Source: an optimization exercise on an open RTL-to-GDS flow (aim: small area, a short achievable clock period and few clock cycles per item). Production flows keep margins and buffers that such runs may drop. At most, simulation tests tie the RTL to the original design; equivalence was not proved. Power and IR drop assume default switching activity.

Design lc4_processor, start of the top module:
module lc4_processor
(input  wire        clk,
 input  wire        rst,
 input  wire        gwe,
 output wire [15:0] o_cur_pc,
 input  wire [15:0] i_cur_insn,
 output wire [15:0] o_dmem_addr,
 input  wire [15:0] i_cur_dmem_data,
 output wire        o_dmem_we,
 output wire [15:0] o_dmem_towrite,
 output wire [1:0]  test_stall,
 output wire [15:0] test_cur_pc,
 output wire [15:0] test_cur_insn,
 output wire        test_regfile_we,
 output wire [2:0]  test_regfile_wsel,
 output wire [15:0] test_regfile_data,
 output wire        test_nzp_we,
 output wire [2:0]  test_nzp_new_bits,
 output wire        test_dmem_we,
 output wire [15:0] test_dmem_addr,
 output wire [15:0] test_dmem_data,
 input  wire [7:0]  switch_data,
 output wire [15:0] seven_segment_data,
 output wire [7:0]  led_data);
Size: about 210 I/O pins, ~28000 sq um of cells after synthesis.
==> flow/config.mk <==
export PLATFORM = sky130hd
export DESIGN_NAME = lc4_processor
export DESIGN_NICKNAME = lc4_processor
export VERILOG_FILES = /design/flow/design.v
export SDC_FILE = /design/flow/constraint.sdc
export NUM_CORES = 4
export LEC_CHECK = 0
export CAP_MARGIN = 20
export CORE_MARGIN = 2
export CORE_UTILIZATION = 55
export CTS_BUF_LIST = sky130_fd_sc_hd__clkbuf_4 sky130_fd_sc_hd__clkbuf_8
export SLEW_MARGIN = 20
==> flow/constraint.sdc <==
create_clock -name core_clock -period 38.0 [get_ports {clk}]
set_input_delay 7.6000 -clock core_clock [delete_from_list [all_inputs] [get_ports {clk}]]
set_output_delay 7.6000 -clock core_clock [all_outputs]
set_load 0.01 [all_outputs]
standard.sh (not shown) runs the stock make flow with config.mk's settings and CLKGATE_MAP_FILE= SYNTH_SCRIPT=/design/flow/synth_recipe.tcl, a recipe that flattens the netlist after the stock synthesis.
==> flow/flow/run.sh <==
#!/bin/bash
set -o pipefail
export SETUP_SLACK_MARGIN=${FLOW_MARGIN:-29.2}
export BUFFER_PORTS_ARGS="-buffer_cell sky130_fd_sc_hd__buf_2"
bash standard.sh > standard.log 2>&1
Edit:
--- a/flow/design.v
+++ b/flow/design.v
@@ -705,16 +705,17 @@
    end
    wire x_stall  = x_v & (ld_stall | dm_stall);
    wire x_go     = x_v & ~ld_stall & ~dm_stall;            
    wire redirect = x_go & (is_ctl | (is_br & br_taken));
    wire x_dm_run = x_v & is_dm & ~ld_stall;                 
    wire [2:0] n_r1sel = x_stall ? x_r1sel : f_r1sel;
    wire [2:0] n_r2sel = x_stall ? x_r2sel : f_r2sel;
-   wire nhit_a = x_go & x_we & (x_wsel == f_r1sel);
-   wire nhit_b = x_go & x_we & (x_wsel == f_r2sel);
+   wire [7:0] xw_dec = (x_go & x_we) ? (8'd1 << x_wsel) : 8'd0;    
+   wire nhit_a = |((8'd1 << f_r1sel) & xw_dec);
+   wire nhit_b = |((8'd1 << f_r2sel) & xw_dec);
    always @(posedge clk) begin
       if (gwe) begin
          if (rst) begin
             pc_f  <= 16'h8200;
             x_v   <= 1'b0;
             m_v   <= 1'b0;
             m_stw <= 1'b0;
@@ -733,16 +734,16 @@
                pc_f <= pc_f + 16'd1;
                x_v  <= 1'b1;
             end
             if (x_dm_run)
                d_cnt <= dm_done ? 4'd0 : d_cnt + 4'd1;
             hit_a <= nhit_a;
             hit_b <= nhit_b;
-            x_s1  <= nhit_a ? 8'd0 : (8'd1 << n_r1sel);
-            x_s2  <= nhit_b ? 8'd0 : (8'd1 << n_r2sel);
+            x_s1  <= (8'd1 << n_r1sel) & ~xw_dec;
+            x_s2  <= (8'd1 << n_r2sel) & ~xw_dec;
             m_v   <= x_go;
             m_stw <= x_go & x_st;
             w_v   <= m_v;
             if (m_v & m_nzp_we) nzp <= {m_val[15], m_val == 16'd0, ~m_val[15] & (m_val != 16'd0)};
          end
          if (!x_stall) begin
             x_ir    <= i_cur_insn;
=>
- combinational power is about the same
- hold slack improved by 0.020 ns
- power drops slightly
- worst setup slack got worse by 0.049 ns
- count of clock-buffer cells in the layout increases by 4
Testbench counts after the change, summed over its fixed seeds: cycles 73,652, instructions 64,000.
No functional check of the RTL was part of the first run of this note.


== job 1271 ==
lc4_processor, a different RTL version from the one above (not shown whole).
For scale: ~210 I/O pins, roughly 30000 um2 of cells after synthesis.
clock: 38.0 ns
lec_check: 0
cap_margin: 20
core_margin: 2
core_utilization: 55
cts_buf_list: sky130_fd_sc_hd__clkbuf_4 sky130_fd_sc_hd__clkbuf_8
slew_margin: 20
Scripts as last shown in full above: flow/flow/run.sh
Testbench counts of job 1271, summed over its fixed seeds: cycles 68,117, instructions 64,000.
--- input diff job 1271..job 1704 ---
--- a/flow/design.v
+++ b/flow/design.v
@@ -613,24 +613,24 @@
    reg         x_r1re, x_r2re;
    reg         hit_a, hit_b;           
    reg  [7:0]  x_s1, x_s2;             
    reg         m_v;
    reg  [15:0] m_ir, m_pc, m_res, m_sd;
    reg         m_stw;                  
    reg         m_late;                 
    reg         m_mul, m_dfast;
    reg         m_alo;
    reg  [1:0]  m_qhi;
    reg         w_v;
-   reg  [15:0] w_ir, w_pc, w_data, w_addr;
-   reg         w_we, w_nzp_we, w_st, w_mem;
+   reg  [15:0] w_ir, w_pc, w_data, w_addr, w_dmd;
+   reg         w_we, w_nzp_we, w_st;
    reg  [2:0]  w_wsel, w_nzp;
    reg  [2:0]  nzp;
    reg  [3:0]  d_cnt;
    wire [2:0] f_r1sel, f_r2sel;
    wire       f_r1re, f_r2re;
    lc4_rdecode fdec (.insn(i_cur_insn), .r1sel(f_r1sel), .r1re(f_r1re),
                      .r2sel(f_r2sel), .r2re(f_r2re));
    wire [15:0] fi     = i_cur_insn;
    wire [15:0] f_pc1  = pc_f + 16'd1;
    wire        f_trap = (fi[15:12] == 4'b1111);
    wire        f_jsr  = (fi[15:11] == 5'b01001);
@@ -783,37 +783,37 @@
          end else if (is_mul) begin
             m_res <= mul_x;
             m_sd  <= mul_y;
          end else begin
             m_res <= alu_res;
             m_sd  <= opb;
          end
          w_ir     <= m_ir;
          w_pc     <= m_pc;
          w_data   <= m_st ? m_sd : m_val;
          w_addr   <= (m_ld | m_st) ? m_res : 16'd0;
+         w_dmd    <= m_ld ? i_cur_dmem_data : m_st ? m_sd : 16'd0;
          w_we     <= m_we;
          w_wsel   <= m_wsel;
          w_nzp_we <= m_nzp_we;
          w_st     <= m_st;
-         w_mem    <= m_ld | m_st;
          w_nzp    <= {m_val[15], m_val == 16'd0, ~m_val[15] & (m_val != 16'd0)};
       end
    end
    assign o_cur_pc       = pc_f;
    assign o_dmem_addr    = m_res;
    assign o_dmem_we      = m_stw;
    assign o_dmem_towrite = m_sd;
    assign test_stall        = {~w_v, 1'b0};
    assign test_cur_pc       = w_pc;
    assign test_cur_insn     = w_ir;
    assign test_regfile_we   = w_we;
    assign test_regfile_wsel = w_wsel;
    assign test_regfile_data = w_data;
    assign test_nzp_we       = w_nzp_we;
    assign test_nzp_new_bits = w_nzp;
    assign test_dmem_we      = w_st;
    assign test_dmem_addr    = w_addr;
-   assign test_dmem_data    = w_mem ? w_data : 16'd0;
+   assign test_dmem_data    = w_dmd;
    assign seven_segment_data = 16'h0000;
    assign led_data = 8'h00;
 endmodule
Notes after the runs:
Relative contribution of the clock network to total power: job 1271 and job 1704 compared, higher one is job 1271
Measured against each other, job 1271 and job 1704 differ in total length of routed wires, the lower figure coming from job 1704.
[compare] base=job 1271 new=job 1704: core utilization now sits lower; clock network power now sits lower; global-route total usage across every layer saw a decrease; setup TNS comparable.
In the reports for job 1271 and job 1704, the larger fraction of the cycle the final worst path needs belongs to job 1704.
Job 1704 vs job 1271 on setup slack: job 1704 is the lower one.
Looking at sequential area share after synthesis across job 1271 and job 1704, the one that comes out lower is job 1271.
On starting density of the core, job 1271 and job 1704 are basically level.
Job 1704 vs job 1271: global-route track usage on met2 up in job 1704
Job 1704 vs job 1271 — leakage power total rose about 1.1%.
Testbench counts of job 1704, summed over its fixed seeds: cycles 68,117, instructions 64,000.

[afterwards: timing with drivers on the ports]
In the flow no input, the clock included, has a driving cell. The finished layouts below were timed again as built, in two steps.
Step 1 sets driving cells, clkbuf_16 on the clock port and buf_2 on the other inputs (assumed; they add their load-dependent delay and slew).
Step 2 moves the port delays by t, midway between the first and last clock arrival at a register: inputs arrive t later, outputs are due t later. That takes back most of the time a late clock gives input paths.
Three values: ideal, step 1, step 2; two values: the first two.
run | t, ns | slack for setup (ns) | hold slack, ns | cell pins on the clock port's net
the first run of note 1 | 0.743 | 28.852 / 28.794 / 28.289 | 0.396 / 0.396 / 0.396 | 1
the second run of note 1 | 0.749 | 28.803 / 28.743 / 28.516 | 0.416 / 0.416 / 0.416 | 1
job 1271 | 0.762 | 28.788 / 28.783 / 28.065 | 0.415 / 0.415 / 0.415 | 1
job 1704 | 0.755 | 28.617 / 28.627 / 27.872 | 0.416 / 0.416 / 0.416 | 1
After both steps setup and hold are still met in every run listed. The setup slack of job 1704, which loses most, moves by +0.010 ns with the drivers and by -0.745 ns with both steps.
